From an optimization exercise on the open Yosys and OpenROAD flow, aimed at small area and a short achievable clock period; shortcuts taken in it are not production practice. Where RTL was checked, it was by simulation tests only, not by an equivalence proof against the original. For run 8, only the layout was checked, not whether the RTL still works. Power figures rest on the tool's default switching activity, not on a simulated workload.

===== flow/flow/run.sh =====
#!/bin/bash
# The standard layout (the standard.sh: standard synthesis and ORFS flow,
# unchanged), except that the port buffers that ORFS inserts before global
# placement are the smallest buffer instead of ORFS's default choice
# (clkdlybuf4s50_1), and ORFS's power recovery after global routing
# (RECOVER_POWER, percent of paths with positive slack) is on.
set -euo pipefail
export BUFFER_PORTS_ARGS="-buffer_cell sky130_fd_sc_hd__buf_1"
export RECOVER_POWER=10
bash standard.sh > standard.log 2>&1

===== flow/standard.sh =====
#!/bin/bash
# synth_recipe.tcl (not shown) runs the flow's synth.tcl, then flattens the netlist and writes it again
# the make line also repeats each setting of config.mk as NAME=value (left out here)
make -C /OpenROAD-flow-scripts/flow DESIGN_CONFIG=/design/flow/config.mk WORK_HOME=/design/flow/orfs CLKGATE_MAP_FILE= SYNTH_SCRIPT=/design/flow/synth_recipe.tcl "${@:-finish}"

===== flow/config.mk =====
export PLATFORM = sky130hd
export DESIGN_NAME = fifo_sync
export DESIGN_NICKNAME = fifo_sync
export VERILOG_FILES = /design/flow/design.v
export SDC_FILE = /design/flow/constraint.sdc
export NUM_CORES = 4
export LEC_CHECK = 0
export CAP_MARGIN = 20
export CORE_MARGIN = 2
export CORE_UTILIZATION = 55
export CTS_CLUSTER_DIAMETER = 100
export CTS_CLUSTER_SIZE = 28
export SETUP_SLACK_MARGIN = 1.95
export SLEW_MARGIN = 20

===== flow/constraint.sdc =====
create_clock -name core_clock -period 3.8 [get_ports {clk}]
set_input_delay 0.7600 -clock core_clock [delete_from_list [all_inputs] [get_ports {clk}]]
set_output_delay 0.7600 -clock core_clock [all_outputs]
set_load 0.01 [all_outputs]

===== flow/design.v =====
module fifo_sync #(
  parameter int WIDTH = 32,
  parameter int DEPTH = 16
)(
  input  logic              clk,
  input  logic              rst_n,
  input  logic              in_valid,
  output logic              in_ready,
  input  logic [WIDTH-1:0]  in_data,
  output logic              out_valid,
  input  logic              out_ready,
  output logic [WIDTH-1:0]  out_data,
  output logic              full,
  output logic              empty,
  output logic [$clog2(DEPTH+1)-1:0] count
);
  localparam int CW = $clog2(DEPTH+1);
  localparam int NS = DEPTH - 1;           
  logic [WIDTH-1:0] mem [NS];
  logic [WIDTH-1:0] head;
  logic [NS-1:0]    wsel;                  
  logic             wsel_n0;               
  logic [NS-1:1]    wsel_hi;
  assign wsel = {wsel_hi, ~wsel_n0};
  logic [NS-1:0]    roh;                   
  logic             roh_n0;                
  logic [NS-1:1]    roh_hi;
  assign roh = {roh_hi, ~roh_n0};
  logic [CW-1:0]    cnt;
  logic             full_r, vld_r, ge2_r;   
  logic push, pop, ram_push, ram_pop, head_en;
  assign push     = in_valid & ~full_r;
  assign pop      = out_ready & vld_r;
  assign ram_push = push & vld_r & ~(~ge2_r & out_ready);
  assign ram_pop  = out_ready & ge2_r;
  assign head_en  = ~vld_r | out_ready;
  logic [NS-1:0] rsel;
  assign rsel = roh & {NS{ge2_r}};
  for (genvar g = 0; g < NS; g++) begin : slot
    logic [WIDTH-1:0] q;
    always_ff @(posedge clk) begin
      if (wsel[g]) q <= in_data;
    end
    assign mem[g] = q;
  end
  logic [WIDTH-1:0] head_d;
  always_comb begin
    head_d = ({WIDTH{~head_en}} & head) |
             ({WIDTH{head_en & ~ge2_r}} & in_data);
    for (int i = 0; i < NS; i++)
      head_d = head_d | ({WIDTH{head_en & rsel[i]}} & mem[i]);
  end
  always_ff @(posedge clk) begin
    head <= head_d;
  end
  always_ff @(posedge clk or negedge rst_n) begin
    if (!rst_n) begin
      roh_n0 <= 1'b0;
      roh_hi <= '0;
    end else begin
      if (ram_pop) begin
        roh_n0 <= ~roh[NS-1];
        roh_hi <= roh[NS-2:0];
      end
    end
  end
  logic [CW-1:0] cnt_inc, cnt_dec, cnt_d;
  logic          is1, is15, ge3;
  assign cnt_inc = cnt + 1'b1;
  assign cnt_dec = cnt - 1'b1;
  assign is1     = (cnt == 1);
  assign is15    = (cnt == DEPTH - 1);
  assign ge3     = (cnt >= 3);
  logic full_d, vld_d, ge2_d;
  always_comb begin
    cnt_d  = cnt;
    full_d = full_r;
    vld_d  = vld_r;
    ge2_d  = ge2_r;
    if (push & ~pop) begin
      cnt_d  = cnt_inc;
      full_d = is15;
      vld_d  = 1'b1;
      ge2_d  = vld_r;
    end else if (pop & ~push) begin
      cnt_d  = cnt_dec;
      full_d = 1'b0;
      vld_d  = ~is1;
      ge2_d  = ge3;
    end
  end
  logic vld_o, nvld_o, full_o, nfull_o;
  always_ff @(posedge clk or negedge rst_n) begin
    if (!rst_n) begin
      vld_o   <= 1'b0;
      nvld_o  <= 1'b0;
      full_o  <= 1'b0;
      nfull_o <= 1'b0;
    end else begin
      vld_o   <= push | (vld_r & ~(pop & is1));
      nvld_o  <= push ? 1'b1 : (pop ? ~is1 : vld_r);
      full_o  <= ~pop & (full_r | (push & is15));
      nfull_o <= pop ? 1'b0 : (push ? is15 : full_r);
    end
  end
  always_ff @(posedge clk or negedge rst_n) begin
    if (!rst_n) begin
      cnt    <= '0;
      full_r <= 1'b0;
      vld_r  <= 1'b0;
      ge2_r  <= 1'b0;
    end else begin
      cnt    <= cnt_d;
      full_r <= full_d;
      vld_r  <= vld_d;
      ge2_r  <= ge2_d;
    end
  end
  logic [NS-1:0] wcur, wnext;
  assign wcur  = full_r ? roh : wsel;
  assign wnext = (ram_push ? {wcur[NS-2:0], wcur[NS-1]} : wcur) & {NS{~full_d}};
  always_ff @(posedge clk or negedge rst_n) begin
    if (!rst_n) begin
      wsel_n0 <= 1'b0;
      wsel_hi <= '0;
    end else begin
      wsel_n0 <= ~wnext[0];
      wsel_hi <= wnext[NS-1:1];
    end
  end
  logic [CW-1:0] cnt_o;
  logic          up, dn;
  assign up = push & ~pop;
  assign dn = pop & ~push;
  always_ff @(posedge clk or negedge rst_n) begin
    if (!rst_n) cnt_o <= '0;
    else        cnt_o <= cnt + {{(CW-1){dn}}, up | dn};
  end
  assign out_data  = head;
  assign count     = cnt_o;
  assign full      = full_o;
  assign empty     = ~nvld_o;
  assign in_ready  = ~nfull_o;
  assign out_valid = vld_o;
endmodule

==> results of run 1 <==
metal layers:
layer,global-route usage (%),vias up,part of all wire (%)
li1,-,5015,-
met1,42.69,6159,44
met2,43.30,527,47
met3,2.913,55,7.8
met4,4.818,0,1.8
met5,0,-,0
kinds of logic after synthesis:
family / share of synthesized area, %
AO/OA/AOI/OAI: 13.28
XOR/XNOR: 0.3391
adder cells (fa/ha/maj): 0.7025
buffers and inverters: 2.877
flip-flops: 78.56
multiplexers: 0.9024
AND/OR/NAND/NOR: 3.337
per-stage QoR:
step / utilization [%] / instance area (sq um) / hold slack, ns / instances
finish: 61.13 / 22490 / 0.4732 / 1763
CTS: 60.36 / 22200 / 0.2869 / 1752
floorplan: - / 20710 / 0.4644 / 1211
detailed placement: 58.00 / 21340 / 0.4652 / 1700
global placement: 58.00 / 21340 / 0.4588 / 1700
global route: 61.13 / 22490 / 0.4990 / 1763
how the worst max path moves through the flow:
| stage | from | endpoint | slack [ns] | cells past startpoint |
|---|---|---|---|---|
| CTS | nvld_o | empty | 1.91 | 2 |
| floorplan | in_valid | cnt_o[4] | 1.53 | 11 |
| detailed placement | out_ready | wsel_hi[1] | 1.08 | 8 |
| finish | nvld_o | empty | 1.93 | 2 |
| global placement | out_ready | wsel_hi[1] | 1.23 | 8 |
| global route | rst_n | wsel_hi[12] | 1.49 | 1 |
power by group:
| group | internal (mW) | switching [mW] |
|---|---|---|
| combinational | 1.90 | 3.00 |
| clock | 1.17 | 1.79 |
| sequential | 8.86 | 2.02 |
cell type report:
cell class	count	area, sq um
flip-flops and latches	559	16340
well taps	468	585.6
fillers	2707	14300
inverters	29	116.4
multi-input cells	540	3914
clock buffers	41	643.1
repair buffers	125	880.8
clock inverters	1	8.758
state kept, by name, indices dropped and copies added (netlist names):
register and flops:
slot.q 480, head 32, roh_hi 14, wsel_hi 14, cnt 5, cnt_o 5
full_o 1, full_r 1, ge2_r 1, nfull_o 1, nvld_o 1, roh_n0 1
vld_o 1, vld_r 1, wsel_n0 1
critical path: stages (launching register included):
cell and delay [ns]:
dfrtp_1 0.38, inv_1 0.05, buf_2 0.11
cells in the mapped netlist, types with 8 or more instances:
master,number
a22o_1,47
a31oi_1,11
nor3_1,8
edfxtp_1,480
nor2_1,37
a221oi_1,33
ha_1,10
buf_2,37
a22oi_1,121
a222oi_1,13
buf_6,15
dfxtp_1,32
a211oi_1,16
clkbuf_1,26
nand4_1,20
dfrtp_1,47
o21ai_1,27
and3_1,9
inv_1,27
a221o_1,9
o21ai_0,29
o2111ai_1,11
a221oi_2,9
nand2_1,50
a21oi_1,12
nand3_1,12
timing repair:
action / in CTS / in global routing
pin swaps: 2 / 4
setup buffers: 10 / 11
gates resized for setup: 70 / 50
setup endpoints to repair: 78 / 61
==> summary.md, run 1 <==
| Metric | Value |
|---|---|
| Worst Hold Depth | 1 |
| Synth Net Count | 1,258 |
| FMAX | 535.6 MHz |
| Count of state elements after synthesis | 559 |
| Root buf cell | clkbuf_16 |
| Final hold vios | 0 |
| Async set-reset flop share out of synthesis | 8.408% |
| Total GRT Usage | 27.53% |
| DRC viols | 0 |
| Clock period minus worst slack | 1.867 ns |
| Seq/Total Area, Yosys | 78.56% |
| Num CTS Buffers | 23 |
| Clock Path Buffers | 3 |
| Final ANT Viol Nets | 0 |
| Most common cell after layout, fill and taps aside | edfxtp_1 |
| Number of top-level pins | 77 |
| H-tree depth | 1 |
| Clock Latency Late Sink | 0.57 ns |
| DIE WIDTH | 197.8 microns |
| Syn_area_per_cell | 17.06 sq um |
| Design Power | 18.75 mW |
| Post-synth EDFFs | 480 |
| Share of layout cells above drive strength 1 | 16.68% |
| Hold buffer count at CTS | 0 |
| P_leak | 7.571 nW |
| Largest net degree at the start of global routing | 43 |
| Avg WL per Cell | 30.79 microns |
| Worst R2R Start | full_r |
| RSZ-0062 raised after global routing | yes |
| Pre-antenna DRT Iters | 7 |
| Avg Vias per Cell | 6.668 |
| Slew HR | -16.08% |
| Clk_skew | 0.01365 ns |
| Initial antenna violation count | 0 |
| Synth-to-layout area growth | 8.848% |
| Starting Density | 56.16% |
| Setup TNS | 0 ns |
| Final Max Tran Viols | 34 |
| Kind of critical path | reg -> out |
| Die extent in y | 197.8 microns |
| CTS clk-pin slew, worst paths | 0.11 ns |
| Reg2reg end | cnt_o[4] |
| Synth area leaders | edfxtp_1 (70%), dfrtp_1 (5.7%), a22oi_1 (4.4%) |
| Kind of end point of the critical path | primary output |
| WL final | 54,280 microns |
| Ant diodes | 0 |
| Nets | 1,325 |
| # setup viols final | 0 |
| Hold WC Path Type | reg -> reg |
| Commonest cells after routing, fill and taps aside | edfxtp_1 (480), a22oi_1 (121), nand2_1 (50) |
| Port Buf Inserts | 76 |
| Cell Rows | 70 |
| Max_cap viols | 1 |
| Top FF cell, synth | edfxtp_1 |
| R2R Setup Slk | 1.95 ns |
| DRT iter0 DRCs | 1,351 |
| Post-Syn Area | 20,660 sq um |
| Hold path start | head[1] |
| CORE AREA | 36,790 sq um |
| Die ar. | 39,130 sq um |
| Clk sinks | 559 |
| GP Congestion | 0.7572 |
| Number of global-route vias before repair | 11.06k |
| Crit path required time | 3.04 ns |
| Area share of the largest cell type after synthesis | 69.77% |
| Area leader, netlist | edfxtp_1 |
| Status | complete, but fails checks |
| Yosys warning count | 2 |
| Global-route wire length before repair | 76,700 microns |
| Post-Synthesis Cells | 1,211 |
| Maximum fanout along the worst path | 1 |
| DP HPWL | 27,600 microns |
| Crit path DAT | 1.11 ns |
| WHS Endpoint | head[1] |
| Fin crit share | 49.13% |
| Dpl ws | 1.076 ns |
| R2R cell count | 10 |
| Layout Check Fails | max-capacitance violations, max-slew violations |
| Peak VDD IR | 0.5064 mV |
| Slew @ Worst Pin | 1.741 ns |
| CTS tree | yes |
| Global route overflow | 0 |
| Total number of vias | 11.76k |
| Synth unique cells | 51 |
| Crit start category | register |
| PwrDens | 833.8 nW/um^2 |
| PnR worst setup slack | 1.933 ns |
==> inputs of run 2 (changes only) <==
--- a/flow/flow/run.sh
+++ b/flow/flow/run.sh
@@ -6,5 +6,5 @@
 # (RECOVER_POWER, percent of paths with positive slack) is on.
 set -euo pipefail
 export BUFFER_PORTS_ARGS="-buffer_cell sky130_fd_sc_hd__buf_1"
-export RECOVER_POWER=10
+export RECOVER_POWER=50
 bash standard.sh > standard.log 2>&1
==> run 2 against run 1 <==
Still fails the layout checks on max-capacitance violations, max-slew violations. Synthesized cell count unchanged. Sequential share of layout area hardly changed. First-iteration DRC count grew 0.59%. Clock-buffer cell count unchanged. Largest cell class unchanged.
==> summary.md, run 2 <==
| Metric | Value |
|---|---|
| Status | complete, but fails checks |
| Layout Check Fails | max-capacitance violations, max-slew violations |
| Crit path required time | 4.30 ns (+1.26 ns) |
| Total GRT Usage | 27.53% (unchanged) |
| Share of layout cells above drive strength 1 | 16.29% (-0.39 points) |
| Post-Syn Area | 20,660 sq um (unchanged) |
| WL final | 54,270 microns (about the same) |
| Cell Rows | 70 (unchanged) |
| Area share of the largest cell type after synthesis | 69.77% (unchanged) |
| R2R cell count | 3 (-7) |
| Largest net degree at the start of global routing | 43 (unchanged) |
| Reg2reg end | wsel_hi[9] |
| Global-route wire length before repair | 76,700 microns (unchanged) |
| Clock Latency Late Sink | 0.58 ns (about the same) |
| DRC viols | 0 (unchanged) |
| Critical-path top delay cell | clkbuf_1 |
| Global route overflow | 0 (unchanged) |
| Post-Synth Simple-Gate Area | 3.337% (unchanged) |
| Synth unique cells | 51 (unchanged) |
| Count of state elements after synthesis | 559 (unchanged) |
| Final ANT Viol Nets | 0 (unchanged) |
| Number of global-route vias before repair | 11.06k (unchanged) |
| Post-synth EDFFs | 480 (unchanged) |
| Starting Density | 56.16% (unchanged) |
| Synth Area in Compound Gates | 13.28% (unchanged) |
| Largest register FFs | 480 (unchanged) |
| Area leader, netlist | edfxtp_1 |
| CTS tree | yes |
| Number of fillers in the final layout | 2,708 (+0.037%) |
| Yosys warning count | 2 (unchanged) |
| Critical path's top delay family | buffers and inverters |
| Async set-reset flop share out of synthesis | 8.408% (unchanged) |
| Slew HR | -15.44% (+0.64 points) |
| Slew @ Worst Pin | 1.732 ns (-0.009634 ns) |
| Fin crit share | 59.02% (+9.9 points) |
| Hold path start | head[1] |
| Clk_skew | 0.01558 ns (+0.001934 ns) |
| Nets | 1,325 (unchanged) |
| Root buf cell | clkbuf_16 |
| Mux contribution to synthesized area | 0.9024% (unchanged) |
| Post-Synthesis Cells | 1,211 (unchanged) |
| Pre-antenna DRT Iters | 7 (unchanged) |
| Crit path DAT | 2.74 ns (+1.63 ns) |
| Commonest cells in the netlist | edfxtp_1 (480), a22oi_1 (121), nand2_1 (50), a22o_1 (47), dfrtp_1 (47) |
| Seq/Total Area, Yosys | 78.56% (unchanged) |
| P_leak | 7.573 nW (about the same) |
| FMAX | 445.8 MHz (-17%) |
| Maximum fanout along the worst path | 33 (+32) |
| DRT iter0 DRCs | 1,359 (+0.59%) |
| GP Congestion | 0.7572 (unchanged) |
| Commonest cells after routing, fill and taps aside | edfxtp_1 (480), a22oi_1 (121), clkbuf_1 (52) |
| Adder-cell share of the synthesized area | 0.7025% (unchanged) |
| XOR/XNOR share of the synthesized area | 0.3391% (unchanged) |
| Dpl ws | 1.076 ns (unchanged) |
| Worst Hold Depth | 1 (unchanged) |
| Hold buffer count at CTS | 0 (unchanged) |
| Clock Path Buffers | 3 (unchanged) |
| Port Buf Inserts | 76 (unchanged) |
| Cell with the most instances after synthesis | edfxtp_1 |
| Top FF cell, synth | edfxtp_1 |
| Kind of critical path | in -> async |
| DP HPWL | 27,600 microns (unchanged) |
| Synth Net Count | 1,258 (unchanged) |
| Worst Path Buf+Inv | 2 (unchanged) |
| Kind of end point of the critical path | async pin |
| Final Max Tran Viols | 34 (unchanged) |
| Die ar. | 39,130 sq um (unchanged) |
| Num CTS Buffers | 23 (unchanged) |
| PnR worst setup slack | 1.557 ns (-0.3760 ns) |
| Peak VDD IR | 0.5096 mV (+0.63%) |
| Die extent in y | 197.8 microns (unchanged) |
| CP cell instances | clkbuf_1, clkbuf_1 |
| R2R Setup Slk | 1.76 ns (-0.19 ns) |
| PwrDens | 834.1 nW/um^2 (about the same) |
| Clk sinks | 559 (unchanged) |
| Crit start category | input port |
| Worst path max stage delay | 1.22 ns (+0.84 ns) |
| Synth-to-layout area growth | 8.806% (about the same) |
| Syn_area_per_cell | 17.06 sq um (unchanged) |
| Setup TNS | 0 ns (unchanged) |
| Layout Utilization | 61.11% (about the same) |
| Placed cell area | 21,340 sq um (unchanged) |
| H-tree depth | 1 (unchanged) |
| Worst R2R Start | wsel_hi[8] |
| Synth area leaders | edfxtp_1 (70%), dfrtp_1 (5.7%), a22oi_1 (4.4%) |
| Most common cell after layout, fill and taps aside | edfxtp_1 |
| CTS clk-pin slew, worst paths | 0.11 ns (about the same) |
| Design Power | 18.75 mW (about the same) |
| Largest regs | slot.q: 480 flops, head: 32 flops |
| Final hold vios | 0 (unchanged) |
| Reg with most FFs | slot.q |
| Final Cell Area | 22,480 sq um (about the same) |
| RSZ-0062 raised after global routing | yes |
| Total number of vias | 11.78k (+0.22%) |
| Ant diodes | 0 (unchanged) |
| Avg Vias per Cell | 6.683 (+0.22%) |
| Largest family of logic cells by synthesized area | compound AO/OA/AOI/OAI gates |
| Avg WL per Cell | 30.78 microns (about the same) |
| Hold WC Path Type | reg -> reg |
| DIE WIDTH | 197.8 microns (unchanged) |
| Clock period minus worst slack | 2.243 ns (+0.3760 ns) |
| # setup viols final | 0 (unchanged) |
| Most used cell, CP | clkbuf_1 |
| Number of top-level pins | 77 (unchanged) |
| WHS Endpoint | head[1] |
| CORE AREA | 36,790 sq um (unchanged) |
| Max_cap viols | 1 (unchanged) |
| Initial antenna violation count | 0 (unchanged) |
run 2: changes by cell type in the layout (fill, tap and decap cells not counted), sizes merged:
| cell | delta |
|---|---|
| buf | -26 |
| clkbuf | +26 |
run 2: cell families (layout without fill, tap and decap cells):
| kind of cell | count (synthesis) | count (layout) |
|---|---|---|
| xor gates and xnor gates | 8 | 8 |
| and+or+nand+nor | 147 | 147 |
| DFF | 559 | 559 |
| buffers and inverters | 112 | 196 |
| adders and majority gates | 11 | 11 |
| AOI/OAI and AO/OA | 357 | 357 |
| muxes | 17 | 17 |
run 2: final cells by class:
cell class	count	area, sq um	share of cell area [%]
clock buffers	41	643.1	2.861
clock inverters	1	8.758	0.03896
inverters	29	116.4	0.5176
multi-input cells	540	3914	17.41
flip-flops and latches	559	16330	72.66
well taps	468	585.6	2.605
repair buffers	125	877.1	3.902
run 2: what timing repair did:
action,in CTS,in global routing
pin swaps,2,4
gates resized for setup,70,50
setup endpoints to repair,78,61
setup buffers,10,11
run 2: where the power goes:
part	total, mW	leakage (nW)	switching [mW]	internal [mW]
clock	2.96	0.309	1.79	1.17
combinational	4.91	1.91	3.01	1.90
sequential	10.9	5.36	2.02	8.86
total	18.8	7.57	6.82	11.9
run 2: worst max-delay path by stage:
stage | startpoint | end | slack [ns] | cells after the start
6_report | rst_n | roh_hi[3] | 1.56 | 2
2_1_floorplan | in_valid | cnt_o[4] | 1.53 | 11
3_3_place_gp | out_ready | wsel_hi[1] | 1.23 | 8
5_1_grt | rst_n | roh_hi[3] | 1.07 | 2
4_1_cts | nvld_o | empty | 1.91 | 2
3_5_place_dp | out_ready | wsel_hi[1] | 1.08 | 8
run 2: per-stage QoR:
| step | instances | hold WS [ns] |
|---|---|---|
| after global routing | 1763 | 0.4990 |
| final | 1763 | 0.4729 |
| after floorplan | 1211 | 0.4644 |
| after CTS | 1752 | 0.2869 |
| after global placement | 1700 | 0.4588 |
| after detailed placement | 1700 | 0.4652 |
run 2: metal layers:
layer  GRT usage [%]  routed length [microns]  up-vias
li1                -                        -     5018
met5               0                        0        -
met1           42.69                    23630     6166
met4           4.818                     1008        0
met2           43.30                    25270      537
met3           2.913                     4364       61
==> inputs of run 3 (changes only) <==
==> flow/flow/run.sh (replaced) <==
#!/bin/bash
# The standard layout (the standard.sh: standard synthesis and ORFS flow,
# unchanged), except that the port buffers that ORFS inserts before global
# placement are the smallest buffer instead of ORFS's default choice
# (clkdlybuf4s50_1). Repair still resizes them as timing needs.
set -euo pipefail
export BUFFER_PORTS_ARGS="-buffer_cell sky130_fd_sc_hd__buf_1"
bash standard.sh > standard.log 2>&1
==> run 3 against run 2 <==
Via count up 0.11%. Now clean on timing, DRC and antenna. First-iteration DRC count down 0.29%. Wire length up 0.13%.
==> summary.md, run 3 <==
| Metric | Value |
|---|---|
| Share of layout cells above drive strength 1 | 16.83% (+0.54 points) |
| Port Buf Inserts | 76 (unchanged) |
| Num CTS Buffers | 23 (unchanged) |
| Final ANT Viol Nets | 0 (unchanged) |
| Ant diodes | 0 (unchanged) |
| Nets | 1,325 (unchanged) |
| Largest register FFs | 480 (unchanged) |
| DRC viols | 0 (unchanged) |
| WL final | 54,340 microns (+0.13%) |
| Final hold vios | 0 (unchanged) |
| Starting Density | 56.16% (unchanged) |
| Avg WL per Cell | 30.82 microns (+0.13%) |
| Initial antenna violation count | 0 (unchanged) |
| DIE WIDTH | 197.8 microns (unchanged) |
| Final Max Tran Viols | 0 (-100%) |
| Highest routed layer | met4 |
| DRT met1 WL | 23,720 microns (+0.39%) |
| Crit start category | register |
| Slew @ Worst Pin | 0.9710 ns (-0.7606 ns) |
| Synth unique cells | 51 (unchanged) |
| CORE AREA | 36,790 sq um (unchanged) |
| Total GRT Usage | 27.53% (unchanged) |
| Commonest cells in the netlist | edfxtp_1 (480), a22oi_1 (121), nand2_1 (50), a22o_1 (47), dfrtp_1 (47) |
| Slew HR | 35.26% (+51 points) |
| Clock period minus worst slack | 1.866 ns (-0.3772 ns) |
| Reg with most FFs | slot.q |
| Synth Net Count | 1,258 (unchanged) |
| Global-route wire length before repair | 76,700 microns (unchanged) |
| Count of state elements after synthesis | 559 (unchanged) |
| Most common cell after layout, fill and taps aside | edfxtp_1 |
| Pre-antenna DRT Iters | 5 (-2) |
| PwrDens | 834.1 nW/um^2 (about the same) |
| # setup viols final | 0 (unchanged) |
| Syn_area_per_cell | 17.06 sq um (unchanged) |
| Area share of the largest cell type after synthesis | 69.77% (unchanged) |
| Wire length on met2 | 25,220 microns (-0.17%) |
| Clock Path Buffers | 3 (unchanged) |
| Clk sinks | 559 (unchanged) |
| Global route overflow | 0 (unchanged) |
| Seq/Total Area, Yosys | 78.56% (unchanged) |
| Peak VDD IR | 0.5070 mV (-0.51%) |
| Status | no timing/DRC/antenna violations |
| Hold buffer count at CTS | 0 (unchanged) |
| GP Congestion | 0.7572 (unchanged) |
| Avg Vias per Cell | 6.690 (+0.11%) |
| Hold WC Path Type | in -> async |
| Crit path DAT | 1.11 ns (-1.63 ns) |
| Fin crit share | 49.10% (-9.9 points) |
| Post-Synthesis Cells | 1,211 (unchanged) |
| Cell with the most instances after synthesis | edfxtp_1 |
| CTS tree | yes |
| Kind of critical path | reg -> out |
| FMAX | 536.0 MHz (+20%) |
| Die ar. | 39,130 sq um (unchanged) |
| H-tree depth | 1 (unchanged) |
| Number of global-route vias before repair | 11.06k (unchanged) |
| Placed cell area | 21,340 sq um (unchanged) |
| Crit path required time | 3.04 ns (-1.26 ns) |
| Number of top-level pins | 77 (unchanged) |
| Clk_skew | 0.01374 ns (-0.001848 ns) |
| Max_cap viols | 0 (-1) |
| DRT iter0 DRCs | 1,355 (-0.29%) |
| Synth-to-layout area growth | 8.860% (about the same) |
| Cell Rows | 70 (unchanged) |
| RSZ-0062 raised after global routing | yes |
| Largest net degree at the start of global routing | 43 (unchanged) |
| Clock Latency Late Sink | 0.57 ns (about the same) |
| Kind of end point of the critical path | primary output |
| Commonest cells after routing, fill and taps aside | edfxtp_1 (480), a22oi_1 (121), nand2_1 (50) |
| Setup TNS | 0 ns (unchanged) |
| Yosys warning count | 2 (unchanged) |
| Maximum fanout along the worst path | 1 (-97%) |
| Final Cell Area | 22,490 sq um (about the same) |
| Met3 routed WL | 4382 microns (+0.41%) |
| DP HPWL | 27,600 microns (unchanged) |
| Async set-reset flop share out of synthesis | 8.408% (unchanged) |
| Post-Syn Area | 20,660 sq um (unchanged) |
| Root buf cell | clkbuf_16 |
| CTS clk-pin slew, worst paths | 0.10 ns (about the same) |
| Post-synth EDFFs | 480 (unchanged) |
| Synth area leaders | edfxtp_1 (70%), dfrtp_1 (5.7%), a22oi_1 (4.4%) |
| Area leader, netlist | edfxtp_1 |
| P_leak | 7.573 nW (about the same) |
| Die extent in y | 197.8 microns (unchanged) |
| Top FF cell, synth | edfxtp_1 |
| Largest regs | slot.q: 480 flops, head: 32 flops |
| Design Power | 18.76 mW (about the same) |
| Total number of vias | 11.80k (+0.11%) |
==> run 3: cell families after synthesis <==
group,share of synthesized area [%]
flip-flops,78.56
AO/OA/AOI/OAI,13.28
AND/OR/NAND/NOR,3.337
buffers and inverters,2.877
multiplexers,0.9024
adder cells (fa/ha/maj),0.7025
XOR/XNOR,0.3391
==> run 3: worst paths after layout <==
kind,startpoint,end,slack (ns),cells past startpoint
worst max-delay path,nvld_o,empty,1.93,2
worst min-delay path,rst_n,cnt[1],0.27,1
worst max register to register,full_r,cnt_o[4],1.95,10
worst min register to register,head[1],head[1],0.47,1
max in group asynchronous,rst_n,roh_hi[7],2.78,2
min in group core_clock,head[1],head[1],0.47,1
==> run 3: cell type report <==
class                           count  area (sq um)
Sequential cell                   559         16340
Multi-Input combinational cell    540          3914
Tap cell                          468         585.6
Clock inverter                      1         8.758
Fill cell                        2706         14300
Timing Repair Buffer              125         882.1
Clock buffer                       41         643.1
Inverter                           29         116.4
==> run 3: worst max-delay path, stage by stage (launching register included) <==
cell and delay, ns:
dfrtp_1 0.38, inv_1 0.05, buf_2 0.11
==> run 3: per-layer routing <==
layer / global-route usage, % / vias up
met5: 0 / -
met1: 42.69 / 6188
met4: 4.818 / 0
met3: 2.913 / 57
met2: 43.30 / 533
li1: - / 5017
==> run 3: power breakdown <==
part / switching, mW / internal [mW]
Sequential: 2.03 / 8.86
Clock: 1.79 / 1.17
Combinational: 3.01 / 1.90
Total: 6.82 / 11.9
==> run 3: metrics by stage <==
stage	hold WS [ns]	setup WS, ns	util, %	instances
floorplan	0.4644	1.534	-	1211
global route	0.3236	1.865	61.14	1763
CTS	0.2869	1.910	60.36	1752
finish	0.2704	1.934	61.14	1763
detailed placement	0.4652	1.076	58.00	1700
global placement	0.4588	1.226	58.00	1700
==> run 3: what timing repair did <==
action | in CTS | in global routing
setup buffers | 10 | 11
gates cloned | 0 | 0
pin swaps | 2 | 4
gates resized for setup | 70 | 50
endpoints found under the setup margin | 78 | 61
==> inputs of run 4 (changes only) <==
--- a/flow/config.mk
+++ b/flow/config.mk
@@ -7,7 +7,7 @@
 export LEC_CHECK = 0
 export CAP_MARGIN = 20
 export CORE_MARGIN = 2
-export CORE_UTILIZATION = 55
+export CORE_UTILIZATION = 70
 export CTS_CLUSTER_DIAMETER = 100
 export CTS_CLUSTER_SIZE = 28
 export SETUP_SLACK_MARGIN = 1.95
==> run 4 against run 3 <==
Still clean on timing, DRC and antenna. Final area down 0.75%. Maximum frequency is 1.3% lower. Critical path depth up 8. Register-to-register slack worse by 0.04 ns. Clock power down 3%. Sequential cell count did not move. Combinational power shrank 5.3%. Non-clock buffer count grew 2. Clock-buffer cell count did not move. Critical path type is now reg -> reg.
==> summary.md, run 4 <==
| Metric | Value |
|---|---|
| Worst path max stage delay | 0.47 ns (+0.09 ns) |
| Syn_area_per_cell | 17.06 sq um (unchanged) |
| Slew @ Worst Pin | 1.162 ns (+0.1913 ns) |
| CORE AREA | 28,860 sq um (-22%) |
| Maximum fanout along the worst path | 4 (+3) |
| DRC viols | 0 (unchanged) |
| DIE WIDTH | 175.8 microns (-11%) |
| Final ANT Viol Nets | 0 (unchanged) |
| H-tree depth | 1 (unchanged) |
| R2R Setup Slk | 1.91 ns (-0.04 ns) |
| Commonest cells after routing, fill and taps aside | edfxtp_1 (480), a22oi_1 (121), nand2_1 (50) |
| Share of layout cells above drive strength 1 | 15.59% (-1.2 points) |
| Max_cap viols | 0 (unchanged) |
| Post-Synthesis Cells | 1,211 (unchanged) |
| Crit path required time | 4.25 ns (+1.21 ns) |
| Pre-antenna DRT Iters | 8 (+3) |
| Die ar. | 30,900 sq um (-21%) |
| Number of global-route vias before repair | 11.60k (+4.8%) |
| Cell Rows | 62 (-11%) |
| Adder-cell share of the synthesized area | 0.7025% (unchanged) |
| Peak VDD IR | 0.7860 mV (+55%) |
| Critical path's top delay family | adder cells |
| Global-route wire length before repair | 72,970 microns (-4.9%) |
| Synth Net Count | 1,258 (unchanged) |
| Layout Utilization | 77.35% (+16 points) |
| Mux contribution to synthesized area | 0.9024% (unchanged) |
| Reg2reg end | cnt_o[4] |
| Synth unique cells | 51 (unchanged) |
| Synth Area in Compound Gates | 13.28% (unchanged) |
| DRT iter0 DRCs | 1,753 (+29%) |
| Cell with the most instances after synthesis | edfxtp_1 |
| Number of top-level pins | 77 (unchanged) |
| Largest regs | slot.q: 480 flops, head: 32 flops |
| Kind of end point of the critical path | register |
| Fin crit share | 49.75% (+0.65 points) |
| Placed cell area | 21,150 sq um (-0.87%) |
| Yosys warning count | 2 (unchanged) |
| FMAX | 528.9 MHz (-1.3%) |
| Hold buffer count at CTS | 0 (unchanged) |
| Setup TNS | 0 ns (unchanged) |
| Top FF cell, synth | edfxtp_1 |
| Final hold vios | 0 (unchanged) |
| Clk sinks | 559 (unchanged) |
| Commonest cells in the netlist | edfxtp_1 (480), a22oi_1 (121), nand2_1 (50), a22o_1 (47), dfrtp_1 (47) |
| Hold Slack | 0.2800 ns (+0.009623 ns) |
| Largest family of logic cells by synthesized area | compound AO/OA/AOI/OAI gates |
| Post-Syn Area | 20,660 sq um (unchanged) |
| Port Buf Inserts | 76 (unchanged) |
| Synth area leaders | edfxtp_1 (70%), dfrtp_1 (5.7%), a22oi_1 (4.4%) |
| # setup viols final | 0 (unchanged) |
| Global route overflow | 0 (unchanged) |
| Die extent in y | 175.8 microns (-11%) |
| Root buf cell | clkbuf_16 |
| Num CTS Buffers | 23 (unchanged) |
| CP cell instances | nor2b_4, ha_4, inv_4, ha_4, inv_2, fa_2, inv_2, a21o_1, a21oi_2, xnor2_1 |
| Reg with most FFs | slot.q |
| Largest net degree at the start of global routing | 48 (+12%) |
| Crit path DAT | 2.34 ns (+1.23 ns) |
| CTS clk-pin slew, worst paths | 0.10 ns (about the same) |
| Number of fillers in the final layout | 1,637 (-40%) |
| Clock period minus worst slack | 1.891 ns (+0.02486 ns) |
| Async set-reset flop share out of synthesis | 8.408% (unchanged) |
| Clk_skew | 0.01765 ns (+0.003916 ns) |
| WP depth | 10 (+8) |
| Seq/Total Area, Yosys | 78.56% (unchanged) |
| Largest register FFs | 480 (unchanged) |
| Post-synth EDFFs | 480 (unchanged) |
| Final Cell Area | 22,320 sq um (-0.75%) |
| Design Power | 18.51 mW (-1.3%) |
| GP Congestion | 0.7724 (+2.0%) |
| Starting Density | 71.59% (+15 points) |
| WL final | 50,450 microns (-7.2%) |
| PwrDens | 829.4 nW/um^2 (-0.56%) |
| P_leak | 7.533 nW (-0.53%) |
| Hold WC Path Type | in -> async |
| Critical-path top delay cell | dfrtp_2 |
| DP HPWL | 25,310 microns (-8.3%) |
| Area share of the largest cell type after synthesis | 69.77% (unchanged) |
| Worst Path Buf+Inv | 3 (+1) |
| Initial antenna violation count | 1 (+1) |
| Clock Latency Late Sink | 0.56 ns (about the same) |
| R2R cell count | 10 (unchanged) |
| Clock Path Buffers | 3 (unchanged) |
| Slew HR | 22.51% (-13 points) |
| Most common cell after layout, fill and taps aside | edfxtp_1 |
| CTS tree | yes |
| Total GRT Usage | 32.63% (+5.1 points) |
| Post-Synth Simple-Gate Area | 3.337% (unchanged) |
| Final Max Tran Viols | 0 (unchanged) |
| Ant diodes | 0 (unchanged) |
| RSZ-0062 raised after global routing | yes |
| Crit start category | register |
| XOR/XNOR share of the synthesized area | 0.3391% (unchanged) |
| Status | no timing/DRC/antenna violations |
| Nets | 1,327 (+0.15%) |
| Total number of vias | 12.02k (+1.9%) |
| Worst R2R Start | full_r |
| Avg WL per Cell | 30.03 microns (-2.6%) |
| Area leader, netlist | edfxtp_1 |
| Avg Vias per Cell | 7.155 (+7.0%) |
| Synth-to-layout area growth | 8.043% |
| Count of state elements after synthesis | 559 (unchanged) |
| Kind of critical path | reg -> reg |
## run 4: worst max path at each step
stage	start	to	slack (ns)
after floorplan	in_valid	cnt_o[4]	1.53
after global placement	out_ready	wsel_hi[1]	1.24
after detailed placement	out_ready	wsel_hi[1]	1.14
after CTS	roh_hi[6]	head[28]	1.84
after global routing	full_r	cnt_o[4]	1.88
final	full_r	cnt_o[4]	1.91
## run 4: logic make-up after synthesis
kind of cell,Yosys count
adders and majority gates,11
and+or+nand+nor,147
DFF,559
buffers and inverters,112
AOI/OAI and AO/OA,357
muxes,17
xor gates and xnor gates,8
## run 4: timing repair
| action | in CTS | in global routing |
|---|---|---|
| setup buffers | 11 | 19 |
| gates cloned | 0 | 0 |
| pin swaps | 2 | 1 |
| endpoints found under the setup margin | 75 | 56 |
| gates resized for setup | 61 | 37 |
## run 4: layout make-up
class / instances / area (sq um) / area share, %
clock buffer: 41 / 643.1 / 2.881
inverter: 29 / 113.9 / 0.5101
multi-input combinational: 540 / 3923 / 17.57
sequential: 559 / 16330 / 73.14
tap: 384 / 480.5 / 2.152
timing repair buffer: 127 / 834.6 / 3.739
## run 4: power by group
| group | total [mW] | switching [mW] | internal [mW] |
|---|---|---|---|
| clock | 2.88 | 1.72 | 1.16 |
| combinational | 4.65 | 2.79 | 1.86 |
| sequential | 11.0 | 2.11 | 8.87 |
## run 4: metrics by stage
step	std cells	setup slack (ns)
final	1680	1.909
after global routing	1680	1.876
after CTS	1659	1.837
after detailed placement	1607	1.137
after global placement	1607	1.235
after floorplan	1211	1.534
## run 4: routing by layer
| layer | part of all wire, % | up-vias | global-route usage, % |
|---|---|---|---|
| met2 | 47 | 827 | 52.17 |
| met3 | 12 | 110 | 4.957 |
| li1 | - | 5012 | - |
| met4 | 2.7 | 2 | 7.369 |
| met5 | 0.024 | - | 0 |
| met1 | 39 | 6070 | 48.98 |
==> inputs of run 5 (changes only) <==
--- a/flow/config.mk
+++ b/flow/config.mk
@@ -7,8 +7,9 @@
 export LEC_CHECK = 0
 export CAP_MARGIN = 20
 export CORE_MARGIN = 2
-export CORE_UTILIZATION = 70
+export CORE_UTILIZATION = 62
 export CTS_CLUSTER_DIAMETER = 100
 export CTS_CLUSTER_SIZE = 28
+export PLACE_DENSITY = 0.75
 export SETUP_SLACK_MARGIN = 1.95
 export SLEW_MARGIN = 20
==> run 5 against run 4 <==
Largest power group unchanged. Highest routed layer is now met4. Final cell count rose by 3.5%. Hold slack improved by 0.013 ns. Wire length barely moved. Synthesized cell count did not move. Utilization fell by 9.1 points. Critical path type unchanged.
==> summary.md, run 5 <==
| Metric | Value |
|---|---|
| Post-synth EDFFs | 480 (unchanged) |
| Cell with the most instances after synthesis | edfxtp_1 |
| Async set-reset flop share out of synthesis | 8.408% (unchanged) |
| CORE AREA | 32,700 sq um (+13%) |
| Nets | 1,326 (-0.075%) |
| Global-route wire length before repair | 73,140 microns (+0.23%) |
| Total GRT Usage | 28.60% (-4.0 points) |
| Number of global-route vias before repair | 11.39k (-1.8%) |
| Fin crit share | 49.13% (-0.62 points) |
| Highest routed layer | met4 |
| P_leak | 7.525 nW (about the same) |
| DRT iter0 DRCs | 1,695 (-3.3%) |
| Seq/Total Area, Yosys | 78.56% (unchanged) |
| Synth area leaders | edfxtp_1 (70%), dfrtp_1 (5.7%), a22oi_1 (4.4%) |
| Crit start category | register |
| Worst R2R Start | full_r |
| RSZ-0062 raised after global routing | yes |
| Worst Path Buf+Inv | 3 (unchanged) |
| Most common cell after layout, fill and taps aside | edfxtp_1 |
| Reg2reg end | cnt_o[4] |
| Critical path's top delay family | adder cells |
| Wire length on met2 | 23,920 microns (+1.7%) |
| Die ar. | 34,800 sq um (+13%) |
| Root buf cell | clkbuf_16 |
| Final ANT Viol Nets | 0 (unchanged) |
| Top FF cell, synth | edfxtp_1 |
| Clk sinks | 559 (unchanged) |
| Area share of the largest cell type after synthesis | 69.77% (unchanged) |
| Largest net degree at the start of global routing | 36 (-25%) |
| Num CTS Buffers | 23 (unchanged) |
| Most used cell, CP | ha_4 |
| Avg Vias per Cell | 6.823 (-4.6%) |
| Commonest cells in the netlist | edfxtp_1 (480), a22oi_1 (121), nand2_1 (50), a22o_1 (47), dfrtp_1 (47) |
| Cell Rows | 66 (+6.5%) |
| Peak VDD IR | 0.5342 mV (-32%) |
| Status | no timing/DRC/antenna violations |
| Number of fillers in the final layout | 2,186 (+34%) |
| Initial antenna violation count | 1 (unchanged) |
| Count of state elements after synthesis | 559 (unchanged) |
| Critical-path top delay cell | dfrtp_2 |
| PwrDens | 825.6 nW/um^2 (-0.46%) |
| Kind of critical path | reg -> reg |
| Setup TNS | 0 ns (unchanged) |
| Synth Net Count | 1,258 (unchanged) |
| Synth-to-layout area growth | 8.030% (about the same) |
| Hold Slack | 0.2935 ns (+0.01346 ns) |
| Design Power | 18.43 mW (-0.47%) |
| Synth unique cells | 51 (unchanged) |
| Port Buf Inserts | 76 (unchanged) |
| Crit path DAT | 2.31 ns (-0.03 ns) |
| Starting Density | 63.18% (-8.4 points) |
| Commonest cells after routing, fill and taps aside | edfxtp_1 (480), a22oi_1 (121), nand2_1 (48) |
| Syn_area_per_cell | 17.06 sq um (unchanged) |
| R2R cell count | 10 (unchanged) |
| Clock Path Buffers | 3 (unchanged) |
| Clock period minus worst slack | 1.867 ns (-0.02361 ns) |
| WL final | 50,490 microns (about the same) |
| Reg with most FFs | slot.q |
| DIE WIDTH | 186.5 microns (+6.1%) |
| Max_cap viols | 0 (unchanged) |
| CTS clk-pin slew, worst paths | 0.11 ns (about the same) |
| DRC viols | 0 (unchanged) |
| Global route overflow | 0 (unchanged) |
| CTS tree | yes |
| Total number of vias | 11.86k (-1.3%) |
| Pre-antenna DRT Iters | 6 (-2) |
| Post-Syn Area | 20,660 sq um (unchanged) |
| Post-Synthesis Cells | 1,211 (unchanged) |
| CP cell instances | nor2b_4, ha_4, inv_4, ha_4, inv_2, fa_2, inv_1, a21o_1, a21oi_2, xnor2_1 |
| Avg WL per Cell | 29.05 microns (-3.3%) |
| Worst path max stage delay | 0.45 ns (-0.02 ns) |
| H-tree depth | 1 (unchanged) |
| Hold WC Path Type | in -> async |
| Yosys warning count | 2 (unchanged) |
| Kind of end point of the critical path | register |
| Final hold vios | 0 (unchanged) |
| Slew @ Worst Pin | 1.196 ns (+0.03393 ns) |
| Area leader, netlist | edfxtp_1 |
| DRT met1 WL | 19,160 microns (-1.9%) |
| Largest register FFs | 480 (unchanged) |
| FMAX | 535.6 MHz (+1.3%) |
| Slew HR | 20.25% (-2.3 points) |
| DP HPWL | 25,530 microns (+0.86%) |
| R2R Setup Slk | 1.93 ns (+0.02 ns) |
| GP Congestion | 0.7934 (+2.7%) |
| Share of layout cells above drive strength 1 | 15.37% (-0.22 points) |
| Clock Latency Late Sink | 0.56 ns (about the same) |
| Maximum fanout along the worst path | 3 (-1) |
| Number of top-level pins | 77 (unchanged) |
| # setup viols final | 0 (unchanged) |
| Crit path required time | 4.25 ns (about the same) |
| Clk_skew | 0.01285 ns (-0.004801 ns) |
| Die extent in y | 186.5 microns (+6.1%) |
| Final Max Tran Viols | 0 (unchanged) |
| Largest regs | slot.q: 480 flops, head: 32 flops |
| Met3 routed WL | 6272 microns (+4.0%) |
-- run 5: cell types whose count changed in the layout (fill, tap and decap cells not counted), moves of 3 or more --
cell	previous run	this run
buf_1	41	38
buf_12	7	1
buf_2	21	11
buf_6	8	14
clkbuf_2	12	22
dfrtp_2	19	22
inv_1	20	24
inv_2	7	3
-- run 5: logic make-up after synthesis --
logic type      count (synthesis)  synth area share, %
xor+xnor                        8               0.3391
buf+inv                       112                2.877
fa+ha+maj                      11               0.7025
simple gates                  147                3.337
mux                            17               0.9024
flops                         559                78.56
compound gates                357                13.28
-- run 5: worst register-to-register path, stage by stage (launching register included) --
cell and delay (ns):
dfrtp_2 0.45, nor2b_4 0.17, ha_4 0.23, inv_4 0.06, ha_4 0.12, inv_2 0.03
fa_2 0.34, inv_1 0.06, a21o_1 0.11, a21oi_2 0.06, xnor2_1 0.12
-- run 5: metrics by stage --
| stage | setup slack (ns) | std cells | util, % | instance area, sq um |
|---|---|---|---|---|
| 2_1_floorplan | 1.534 | 1211 | - | 20710 |
| 3_3_place_gp | 1.242 | 1669 | 64.99 | 21250 |
| 6_report | 1.933 | 1738 | 68.25 | 22320 |
| 3_5_place_dp | 1.145 | 1669 | 64.99 | 21250 |
| 4_1_cts | 1.926 | 1717 | 67.38 | 22030 |
| 5_1_grt | 1.873 | 1737 | 68.24 | 22320 |
-- run 5: worst max path at each step --
stage / from / to / slack [ns] / cells after the start
CTS: nfull_o / in_ready / 1.93 / 2
detailed placement: out_ready / wsel_hi[1] / 1.14 / 8
global route: full_r / cnt_o[4] / 1.87 / 10
floorplan: in_valid / cnt_o[4] / 1.53 / 11
global placement: out_ready / wsel_hi[1] / 1.24 / 8
finish: full_r / cnt_o[4] / 1.93 / 10
-- run 5: area by class of cell --
class                      count  area (sq um)  share of cell area, %
sequential                   559         16320                  73.14
multi-input combinational    540          3897                  17.46
timing repair buffer         126         785.8                  3.521
clock buffer                  41         643.1                  2.881
tap                          442         553.0                  2.478
inverter                      29         113.9                 0.5101
antenna                        1         2.502                0.01121
-- run 5: layer usage --
| metal | global-route usage (%) | vias up |
|---|---|---|
| met5 | 0 | - |
| met4 | 7.723 | 0 |
| met3 | 4.420 | 83 |
| met2 | 45.24 | 798 |
| met1 | 42.39 | 5966 |
| li1 | - | 5012 |
-- run 5: timing repair --
item,CTS,global route
pin swaps,2,2
hold buffers,0,0
cloned,0,1
gates resized for setup,48,54
setup buffers,7,19
setup endpoints to repair,67,69
-- run 5: power breakdown --
part	leakage (nW)	switching [mW]	internal [mW]
combinational	1.87	2.85	1.80
clock	0.305	1.73	1.16
sequential	5.35	2.01	8.87
==> inputs of run 6 (changes only) <==
--- a/flow/config.mk
+++ b/flow/config.mk
@@ -10,6 +10,5 @@
 export CORE_UTILIZATION = 62
 export CTS_CLUSTER_DIAMETER = 100
 export CTS_CLUSTER_SIZE = 28
-export PLACE_DENSITY = 0.75
 export SETUP_SLACK_MARGIN = 1.95
 export SLEW_MARGIN = 20
==> run 6 against run 5 <==
Still clean. Via count increased by 0.26%. Register-to-register slack about the same. Area after synthesis unchanged. Power grew 1.5%. Highest routed layer is now met5. Clock power is essentially flat. Sequential share of layout area down 0.21 points. Clock-buffer cell count fell by 1. First-iteration DRC count shrank 21%.
==> summary.md, run 6 <==
| Metric | Value |
|---|---|
| CTS tree | yes |
| Number of fillers in the final layout | 2,246 (+2.7%) |
| Synth Net Count | 1,258 (unchanged) |
| PwrDens | 835.3 nW/um^2 (+1.2%) |
| CP cell instances | inv_1, buf_2 |
| H-tree depth | 1 (unchanged) |
| Most common cell after layout, fill and taps aside | edfxtp_1 |
| WL final | 53,810 microns (+6.6%) |
| Async set-reset flop share out of synthesis | 8.408% (unchanged) |
| GP Congestion | 0.7948 (+0.18%) |
| Reg with most FFs | slot.q |
| Largest regs | slot.q: 480 flops, head: 32 flops |
| DIE WIDTH | 186.5 microns (unchanged) |
| FMAX | 532.3 MHz (-0.62%) |
| Kind of end point of the critical path | primary output |
| DRT iter0 DRCs | 1,345 (-21%) |
| Global-route wire length before repair | 77,140 microns (+5.5%) |
| Share of layout cells above drive strength 1 | 15.93% (+0.57 points) |
| Fin crit share | 49.44% (+0.31 points) |
| Root buf cell | clkbuf_16 |
| RSZ-0062 raised after global routing | yes |
| Layout Utilization | 68.49% (+0.24 points) |
| DP HPWL | 26,840 microns (+5.1%) |
| Area leader, netlist | edfxtp_1 |
| DRC viols | 0 (unchanged) |
| Cell with the most instances after synthesis | edfxtp_1 |
| Clock Path Buffers | 3 (unchanged) |
| Final hold vios | 0 (unchanged) |
| Final ANT Viol Nets | 0 (unchanged) |
| Area share of the largest cell type after synthesis | 69.77% (unchanged) |
| Count of state elements after synthesis | 559 (unchanged) |
| Status | no timing/DRC/antenna violations |
| Critical-path top delay cell | dfrtp_1 |
| Synth unique cells | 51 (unchanged) |
| Clk sinks | 559 (unchanged) |
| Peak VDD IR | 0.5395 mV (+0.98%) |
| Commonest cells in the netlist | edfxtp_1 (480), a22oi_1 (121), nand2_1 (50), a22o_1 (47), dfrtp_1 (47) |
| Worst Path Buf+Inv | 2 (-1) |
| Yosys warning count | 2 (unchanged) |
| Nets | 1,325 (-0.075%) |
| Post-synth EDFFs | 480 (unchanged) |
| Clock period minus worst slack | 1.879 ns (+0.01164 ns) |
| Crit path DAT | 1.12 ns (-1.19 ns) |
| Largest register FFs | 480 (unchanged) |
| Crit path required time | 3.04 ns (-1.21 ns) |
| Commonest cells after routing, fill and taps aside | edfxtp_1 (480), a22oi_1 (121), nand2_1 (50) |
| Largest net degree at the start of global routing | 48 (+33%) |
| Ant diodes | 0 (-1) |
| Slew HR | 25.30% (+5.1 points) |
| Synth-to-layout area growth | 8.406% |
| Number of global-route vias before repair | 11.36k (-0.25%) |
| Final Max Tran Viols | 0 (unchanged) |
| Die extent in y | 186.5 microns (unchanged) |
| Max_cap viols | 0 (unchanged) |
| Port Buf Inserts | 76 (unchanged) |
| Worst path max stage delay | 0.38 ns (-0.07 ns) |
| Setup TNS | 0 ns (unchanged) |
| Syn_area_per_cell | 17.06 sq um (unchanged) |
| CTS clk-pin slew, worst paths | 0.10 ns (about the same) |
| Kind of critical path | reg -> out |
| Seq/Total Area, Yosys | 78.56% (unchanged) |
| P_leak | 7.554 nW (+0.38%) |
| Total GRT Usage | 30.61% (+2.0 points) |
| Critical path's top delay family | flip-flops |
| Num CTS Buffers | 23 (unchanged) |
| Synth area leaders | edfxtp_1 (70%), dfrtp_1 (5.7%), a22oi_1 (4.4%) |
| Starting Density | 63.18% (unchanged) |
| Cell Rows | 66 (unchanged) |
| Slew @ Worst Pin | 1.121 ns (-0.07576 ns) |
| Top FF cell, synth | edfxtp_1 |
| Crit start category | register |
| Avg WL per Cell | 31.01 microns (+6.8%) |
| Avg Vias per Cell | 6.853 (+0.43%) |
| Maximum fanout along the worst path | 1 (-2) |
| Pre-antenna DRT Iters | 5 (-1) |
| Post-Syn Area | 20,660 sq um (unchanged) |
| Clock Latency Late Sink | 0.56 ns (about the same) |
| Total number of vias | 11.89k (+0.26%) |
| Hold WC Path Type | in -> async |
| Initial antenna violation count | 2 (+1) |
| # setup viols final | 0 (unchanged) |
| Die ar. | 34,800 sq um (unchanged) |
| Number of top-level pins | 77 (unchanged) |
| Clk_skew | 0.01326 ns (+0.0004116 ns) |
| Post-Synthesis Cells | 1,211 (unchanged) |
| Global route overflow | 0 (unchanged) |
| CORE AREA | 32,700 sq um (unchanged) |
[run 6: cell counts after synthesis]
No cell type changed its count.
[run 6: layer usage]
layer  up-vias  global-route usage (%)  wire (microns)
met5         -                       0              26
met4         4                   6.013            1216
met3        77                   3.799            5335
met2       609                   48.61           25130
met1      6194                   46.84           22100
li1       5006                       -               -
[run 6: per-stage QoR]
stage	hold WS [ns]	cells	power, mW	area, sq um	worst slack [ns]
floorplan	0.4644	1211	12.94	20710	1.534
global placement	0.4469	1672	15.22	21290	1.246
detailed placement	0.4606	1674	15.38	21310	1.132
CTS	0.2978	1723	18.39	22150	1.902
global route	0.3285	1735	19.45	22400	1.864
finish	0.2804	1735	18.71	22400	1.921
[run 6: path summary, 6_finish.rpt]
| kind | start | endpoint | slack (ns) | cells after the start |
|---|---|---|---|---|
| max in group asynchronous | rst_n | roh_hi[3] | 3.02 | 2 |
| setup reg to reg | full_r | cnt_o[4] | 1.94 | 10 |
| hold / removal | rst_n | cnt[1] | 0.28 | 2 |
| hold reg to reg | head[28] | head[28] | 0.46 | 1 |
| min in group core_clock | head[28] | head[28] | 0.46 | 1 |
| setup / recovery | nfull_o | in_ready | 1.92 | 2 |
[run 6: what timing repair did]
action	4_1_cts	5_1_grt
hold endpoints to repair	0	0
setup endpoints to repair	79	50
resized for setup	65	40
hold buffers	0	0
cloned	0	0
buffers inserted	9	12
pin swaps	2	2
[run 6: logic make-up (layout without fill, tap and decap cells)]
logic type               Yosys count  in the layout  share of synthesized area, %
AND/OR/NAND/NOR                  147            147                         3.337
XOR/XNOR                           8              8                        0.3391
AO/OA/AOI/OAI                    357            357                         13.28
flip-flops                       559            559                         78.56
adder cells (fa/ha/maj)           11             11                        0.7025
buffers and inverters            112            194                         2.877
multiplexers                      17             17                        0.9024
[run 6: layout make-up]
class	instances	area, sq um	area share, %
inverter	29	113.9	0.5084
sequential	559	16330	72.92
timing repair buffer	125	862.1	3.849
clock buffer	40	639.4	2.855
multi-input combinational	540	3896	17.40
tap	442	553.0	2.469
[run 6: power breakdown]
group	leakage (nW)	switching [mW]	internal (mW)
Clock	0.304	1.75	1.16
Sequential	5.35	2.14	8.86
Combinational	1.90	2.91	1.89
Total	7.55	6.80	11.9
==> inputs of run 7 (changes only) <==
--- a/flow/config.mk
+++ b/flow/config.mk
@@ -10,5 +10,5 @@
 export CORE_UTILIZATION = 62
 export CTS_CLUSTER_DIAMETER = 100
 export CTS_CLUSTER_SIZE = 28
-export SETUP_SLACK_MARGIN = 1.95
+export SETUP_SLACK_MARGIN = 1.9
 export SLEW_MARGIN = 20
==> run 7 against run 6 <==
Register-to-register slack about the same. Hold slack got worse by 0.16 ns. Critical endpoint unchanged. Combinational power decreased by 7.5%.
==> summary.md, run 7 <==
| Metric | Value |
|---|---|
| Fin crit share | 49.36% (-0.077 points) |
| Area leader, netlist | edfxtp_1 |
| PwrDens | 830.6 nW/um^2 (-0.56%) |
| Nets | 1,318 (-0.53%) |
| DP HPWL | 26,420 microns (-1.6%) |
| WL final | 52,880 microns (-1.7%) |
| Total GRT Usage | 30.28% (-0.33 points) |
| Yosys warning count | 2 (unchanged) |
| Hold WC Path Type | in -> async |
| Crit start category | register |
| Ant diodes | 0 (unchanged) |
| Area of the multi-input gates | 3885 sq um (-0.29%) |
| Pre-antenna DRT Iters | 5 (unchanged) |
| Area share of the largest cell type after synthesis | 69.77% (unchanged) |
| Final cell count without fillers | 1,726 (-0.52%) |
| Synth unique cells | 51 (unchanged) |
| DRT iter0 DRCs | 1,458 (+8.4%) |
| Maximum fanout along the worst path | 1 (unchanged) |
| Status | no timing/DRC/antenna violations |
| Hold buffer count at CTS | 0 (unchanged) |
| Kind of end point of the critical path | primary output |
| Post-synth EDFFs | 480 (unchanged) |
| CTS tree | yes |
| Die ar. | 34,800 sq um (unchanged) |
| Clk sinks | 559 (unchanged) |
| P_leak | 7.417 nW (-1.8%) |
| RSZ-0062 raised after global routing | yes |
| Count of state elements after synthesis | 559 (unchanged) |
| Final Max Tran Viols | 0 (unchanged) |
| Number of top-level pins | 77 (unchanged) |
| Synth area leaders | edfxtp_1 (70%), dfrtp_1 (5.7%), a22oi_1 (4.4%) |
| PnR worst setup slack | 1.924 ns (+0.002940 ns) |
| Synth Net Count | 1,258 (unchanged) |
| CORE AREA | 32,700 sq um (unchanged) |
| Final hold vios | 0 (unchanged) |
| Synth-to-layout area growth | 7.346% |
| Commonest cells in the netlist | edfxtp_1 (480), a22oi_1 (121), nand2_1 (50), a22o_1 (47), dfrtp_1 (47) |
| Slew HR | 27.26% (+2.0 points) |
| Commonest cells after routing, fill and taps aside | edfxtp_1 (480), a22oi_1 (121), buf_1 (64) |
| Largest regs | slot.q: 480 flops, head: 32 flops |
| Placed cells | 1,672 (-0.12%) |
| Global-route wire length before repair | 76,300 microns (-1.1%) |
| Syn_area_per_cell | 17.06 sq um (unchanged) |
| Placed cell area | 21,290 sq um (-0.12%) |
| Seq/Total Area, Yosys | 78.56% (unchanged) |
| Clk_skew | 0.01468 ns (+0.001419 ns) |
| Global route overflow | 0 (unchanged) |
| Dpl ws | 1.142 ns (+0.01003 ns) |
| Register area | 16,300 sq um (-0.18%) |
| Post-Synthesis Cells | 1,211 (unchanged) |
| Max_cap viols | 0 (unchanged) |
| Largest net degree at the start of global routing | 43 (-10%) |
| Initial antenna violation count | 1 (-1) |
| Clock Latency Late Sink | 0.56 ns (about the same) |
| Clock period minus worst slack | 1.876 ns (-0.002940 ns) |
| Share of layout cells above drive strength 1 | 11.76% (-4.2 points) |
| GP Congestion | 0.7772 (-2.2%) |
| Final ANT Viol Nets | 0 (unchanged) |
| Peak VDD IR | 0.6890 mV (+28%) |
| Register share of total power | 60.2% (+1.4 points) |
| Reg with most FFs | slot.q |
| Num CTS Buffers | 23 (unchanged) |
| Avg Vias per Cell | 6.786 (-0.97%) |
| H-tree depth | 1 (unchanged) |
| Starting Density | 63.18% (unchanged) |
| Post-Syn Area | 20,660 sq um (unchanged) |
| Avg WL per Cell | 30.63 microns (-1.2%) |
| Port Buf Inserts | 76 (unchanged) |
| Crit path DAT | 1.12 ns (about the same) |
| Number of fillers in the final layout | 2,283 (+1.6%) |
| Largest register FFs | 480 (unchanged) |
| Logic pwr share | 24.1% (-1.6 points) |
| Clock Path Buffers | 3 (unchanged) |
| CTS clk-pin slew, worst paths | 0.11 ns (about the same) |
| FMAX | 533.1 MHz (+0.16%) |
| Setup TNS | 0 ns (unchanged) |
| Cell with the most instances after synthesis | edfxtp_1 |
| Slew @ Worst Pin | 1.091 ns (-0.02941 ns) |
| Number of global-route vias before repair | 11.09k (-2.4%) |
| Top FF cell, synth | edfxtp_1 |
| Most common cell after layout, fill and taps aside | edfxtp_1 |
| Cell Rows | 66 (unchanged) |
| # setup viols final | 0 (unchanged) |
| Sw Share | 36.44% (+0.088 points) |
| Crit path required time | 3.04 ns (about the same) |
| Final Cell Area | 22,180 sq um (-0.98%) |
| DRC viols | 0 (unchanged) |
| Sw power | 6.712 mW (-1.3%) |
| Int Power | 11.71 mW (-1.7%) |
| Total number of vias | 11.71k (-1.5%) |
| Die extent in y | 186.5 microns (unchanged) |
| Root buf cell | clkbuf_16 |
| Async set-reset flop share out of synthesis | 8.408% (unchanged) |
| Clock share of power | 15.7% (about the same) |
| DIE WIDTH | 186.5 microns (unchanged) |
| Kind of critical path | reg -> out |
run 7: cell types whose count changed in the layout (fill, tap and decap cells not counted), sizes merged:
cell / delta
clkbuf: -9
run 7: repair_timing:
item	in CTS	in global routing
setup buffers	6	8
pin swaps	1	2
resized for setup	22	18
gates cloned	0	0
setup endpoints to repair	57	38
run 7: logic make-up (layout without fill, tap and decap cells):
group / Yosys count / count (layout) / share of synthesized area [%]
adder cells (fa/ha/maj): 11 / 11 / 0.7025
buffers and inverters: 112 / 185 / 2.877
AO/OA/AOI/OAI: 357 / 357 / 13.28
AND/OR/NAND/NOR: 147 / 147 / 3.337
flip-flops: 559 / 559 / 78.56
multiplexers: 17 / 17 / 0.9024
XOR/XNOR: 8 / 8 / 0.3391
run 7: critical path: stages, from the launching register on:
cell	delay [ns]
dfrtp_1	0.39
inv_1	0.05
buf_2	0.12
run 7: layout make-up:
| cell class | count | area share [%] |
|---|---|---|
| multi-input combinational | 540 | 17.52 |
| inverter | 29 | 0.5134 |
| sequential | 559 | 73.51 |
| tap | 442 | 2.494 |
| clock buffer | 38 | 2.849 |
| timing repair buffer | 118 | 3.120 |
run 7: power by group through the flow:
| stage | clock [mW] | combinational, mW | sequential, mW |
|---|---|---|---|
| after global placement | 0 | 4.02 | 11.2 |
| after CTS | 2.92 | 4.16 | 11.1 |
| after floorplan | 0 | 2.93 | 10.0 |
| final | 2.89 | 4.44 | 11.1 |
| after detailed placement | 0 | 4.08 | 11.3 |
| after global routing | 3.12 | 4.78 | 11.2 |
run 7: path summary, 6_finish.rpt:
kind	from	endpoint	slack [ns]	cells after the start
min in group core_clock	head[28]	head[28]	0.46	1
max in group asynchronous	rst_n	roh_hi[12]	2.85	2
min reg2reg	head[28]	head[28]	0.46	1
max reg2reg	cnt[0]	wsel_hi[1]	1.94	7
min	rst_n	cnt[2]	0.12	1
max	nfull_o	in_ready	1.92	2
run 7: stage by stage:
step | hold slack [ns] | util (%) | power (mW)
floorplan | 0.4644 | - | 12.94
global placement | 0.4351 | 65.09 | 15.23
detailed placement | 0.4403 | 65.10 | 15.36
CTS | 0.1225 | 67.34 | 18.22
global route | 0.1410 | 67.82 | 19.15
finish | 0.1208 | 67.82 | 18.42
run 7: per-layer routing:
metal | wire (microns) | share of wire, % | vias up | track usage [%]
met4 | 832 | 1.6 | 2 | 5.037
met1 | 22760 | 43 | 6111 | 48.01
li1 | - | - | 4988 | -
met2 | 24670 | 47 | 560 | 46.90
met3 | 4597 | 8.7 | 52 | 3.555
met5 | 11 | 0.021 | - | 0
==> inputs of run 8 (changes only) <==
--- a/flow/design.v
+++ b/flow/design.v
@@ -128,16 +128,8 @@
       wsel_hi <= wnext[NS-1:1];
     end
   end
-  logic [CW-1:0] cnt_o;
-  logic          up, dn;
-  assign up = push & ~pop;
-  assign dn = pop & ~push;
-  always_ff @(posedge clk or negedge rst_n) begin
-    if (!rst_n) cnt_o <= '0;
-    else        cnt_o <= cnt + {{(CW-1){dn}}, up | dn};
-  end
   assign out_data  = head;
-  assign count     = cnt_o;
+  assign count     = cnt;
   assign full      = full_o;
   assign empty     = ~nvld_o;
   assign in_ready  = ~nfull_o;
--- a/flow/config.mk
+++ b/flow/config.mk
@@ -10,5 +10,5 @@
 export CORE_UTILIZATION = 62
 export CTS_CLUSTER_DIAMETER = 100
 export CTS_CLUSTER_SIZE = 28
-export SETUP_SLACK_MARGIN = 1.9
+export SETUP_SLACK_MARGIN = 1.95
 export SLEW_MARGIN = 20
==> run 8 against run 7 <==
Highest routed layer is now met4. Critical path type unchanged. Final cell count shrank 2.3%. Via count grew 0.10%. Sequential share of layout area shrank 1.7 points.
==> summary.md, run 8 <==
| Metric | Value |
|---|---|
| Crit path required time | 3.04 ns (about the same) |
| Synth-to-layout area growth | 9.559% |
| Post-Synthesis Cells | 1,148 (-5.2%) |
| Synth Net Count | 1,190 (-5.4%) |
| Layout Utilization | 69.29% (+1.5 points) |
| Avg Vias per Cell | 6.950 (+2.4%) |
| Die ar. | 34,750 sq um (-0.14%) |
| Status | no timing/DRC/antenna violations |
| Pre-antenna DRT Iters | 8 (+3) |
| Commonest cells in the netlist | edfxtp_1 (480), a221oi_1 (75), a22o_1 (66), dfrtp_1 (42), a22oi_1 (39) |
| # setup viols final | 0 (unchanged) |
| Global route overflow | 0 (unchanged) |
| Reg2reg end | head[0] |
| Syn_area_per_cell | 17.97 sq um (+5.3%) |
| Nets | 1,272 (-3.5%) |
| DRT iter0 DRCs | 1,433 (-1.7%) |
| Critical path's top delay family | flip-flops |
| Root buf cell | clkbuf_16 |
| Most common cell after layout, fill and taps aside | edfxtp_1 |
| DP HPWL | 26,850 microns (+1.6%) |
| Number of top-level pins | 77 (unchanged) |
| CTS clk-pin slew, worst paths | 0.11 ns (about the same) |
| CP cell instances | buf_6 |
| CORE AREA | 32,620 sq um (-0.25%) |
| Clk_skew | 0.01011 ns (-0.004574 ns) |
| Starting Density | 63.25% (+0.068 points) |
| Async set-reset flop share out of synthesis | 7.581% (-0.83 points) |
| R2R Setup Slk | 1.98 ns (+0.04 ns) |
| Register area | 16,220 sq um (-0.48%) |
| Ant diodes | 0 (unchanged) |
| WL final | 51,680 microns (-2.3%) |
| Fin crit share | 49.47% (+0.10 points) |
| Largest regs | slot.q: 480 flops, head: 32 flops |
| Maximum fanout along the worst path | 3 (+2) |
| Num CTS Buffers | 23 (unchanged) |
| Worst Path Buf+Inv | 1 (-1) |
| Hold WC Path Type | in -> async |
| DIE WIDTH | 186.4 microns (about the same) |
| R2R cell count | 4 (-3) |
| Largest register FFs | 480 (unchanged) |
| Synth unique cells | 51 (unchanged) |
| Die extent in y | 186.4 microns (about the same) |
| Cell with the most instances after synthesis | edfxtp_1 |
| Area leader, netlist | edfxtp_1 |
| Total GRT Usage | 29.34% (-0.94 points) |
| Post-Syn Area | 20,630 sq um (-0.15%) |
| Area of the multi-input gates | 4134 sq um (+6.4%) |
| Total number of vias | 11.73k (+0.10%) |
| Port Buf Inserts | 76 (unchanged) |
-- run 8: cell types whose count changed after synthesis, sizes merged, moves of 17 or more --
cell / delta
a221oi: +57
a22o: +19
a22oi: -83
and2: +20
and3: +18
inv: -17
o21ai: -44
o21bai: +20
o221ai: +20
-- run 8: final cells by class --
class,count,area share [%]
clock buffer,39,2.812
clock inverter,1,0.03875
inverter,12,0.2546
multi-input combinational,500,18.29
sequential,554,71.78
tap,442,2.447
timing repair buffer,138,4.351
timing repair inverter,1,0.02214
-- run 8: worst max path at each step --
stage / start / end / slack, ns / cells past startpoint
final: cnt[0] / count[0] / 1.92 / 1
after detailed placement: out_ready / head[8] / 1.20 / 6
after global routing: cnt[0] / count[0] / 1.89 / 1
after global placement: out_ready / head[8] / 1.30 / 6
after CTS: ge2_r / head[8] / 1.86 / 5
after floorplan: in_valid / cnt[3] / 1.87 / 6
-- run 8: timing repair --
item	CTS	global route
resized for setup	90	47
pin swaps	1	1
buffers inserted	19	16
setup endpoints to repair	96	58
gates cloned	1	2
-- run 8: kinds of logic after synthesis --
group | Yosys count | synth area share [%]
xor+xnor | 4 | 0.1699
mux | 16 | 0.8552
simple gates | 146 | 3.706
buf+inv | 95 | 2.614
compound gates | 327 | 14.22
fa+ha+maj | 6 | 0.3639
flops | 554 | 78.07
-- run 8: report_power, final --
group	total (mW)	switching, mW	internal [mW]
logic	4.90	2.78	2.12
registers	11.0	2.13	8.86
clock network	2.91	1.75	1.16
-- run 8: per-stage QoR --
step | area, sq um | power [mW] | std cells
finish | 22600 | 18.80 | 1687
global route | 22600 | 19.52 | 1687
CTS | 22260 | 18.48 | 1669
detailed placement | 21260 | 15.36 | 1609
global placement | 21210 | 15.17 | 1607
floorplan | 20660 | 12.96 | 1148
-- run 8: metal layers --
layer  vias up  wire [microns]  track usage, %
li1       4918               -               -
met1      6100           21480           44.37
met2       627           24430           46.66
met3        80            4663           3.555
met4         0            1104           6.708
met5         -               0               0

-- separate check: timing with driven ports --
The flow's constraints put no driver on any port. The routed layouts listed below were extracted and timed again, unchanged, in two steps.
Step 1: set_driving_cell puts a clkbuf_16 on clk and a buf_2 on each other input, an assumption about the parent block.
Step 2 also shifts input and output timing later by t, the mid clock arrival at the registers, as if the neighbouring blocks saw the same clock.
Three values: no drivers, after step 1, after step 2; two values: the first two.
run	t (ns)	setup WS [ns]
run 1	0.619	1.933 / 1.879 / 1.337
run 2	0.621	1.557 / 1.577 / 0.956
run 3	0.617	1.934 / 1.881 / 1.430
run 4	0.603	1.909 / 1.879 / 1.413
run 5	0.608	1.933 / 1.885 / 1.439
run 6	0.611	1.921 / 1.867 / 1.410
run 7	0.607	1.924 / 1.871 / 1.429
run 8	0.611	1.920 / 1.867 / 1.429
Setup slack includes reset recovery checks.
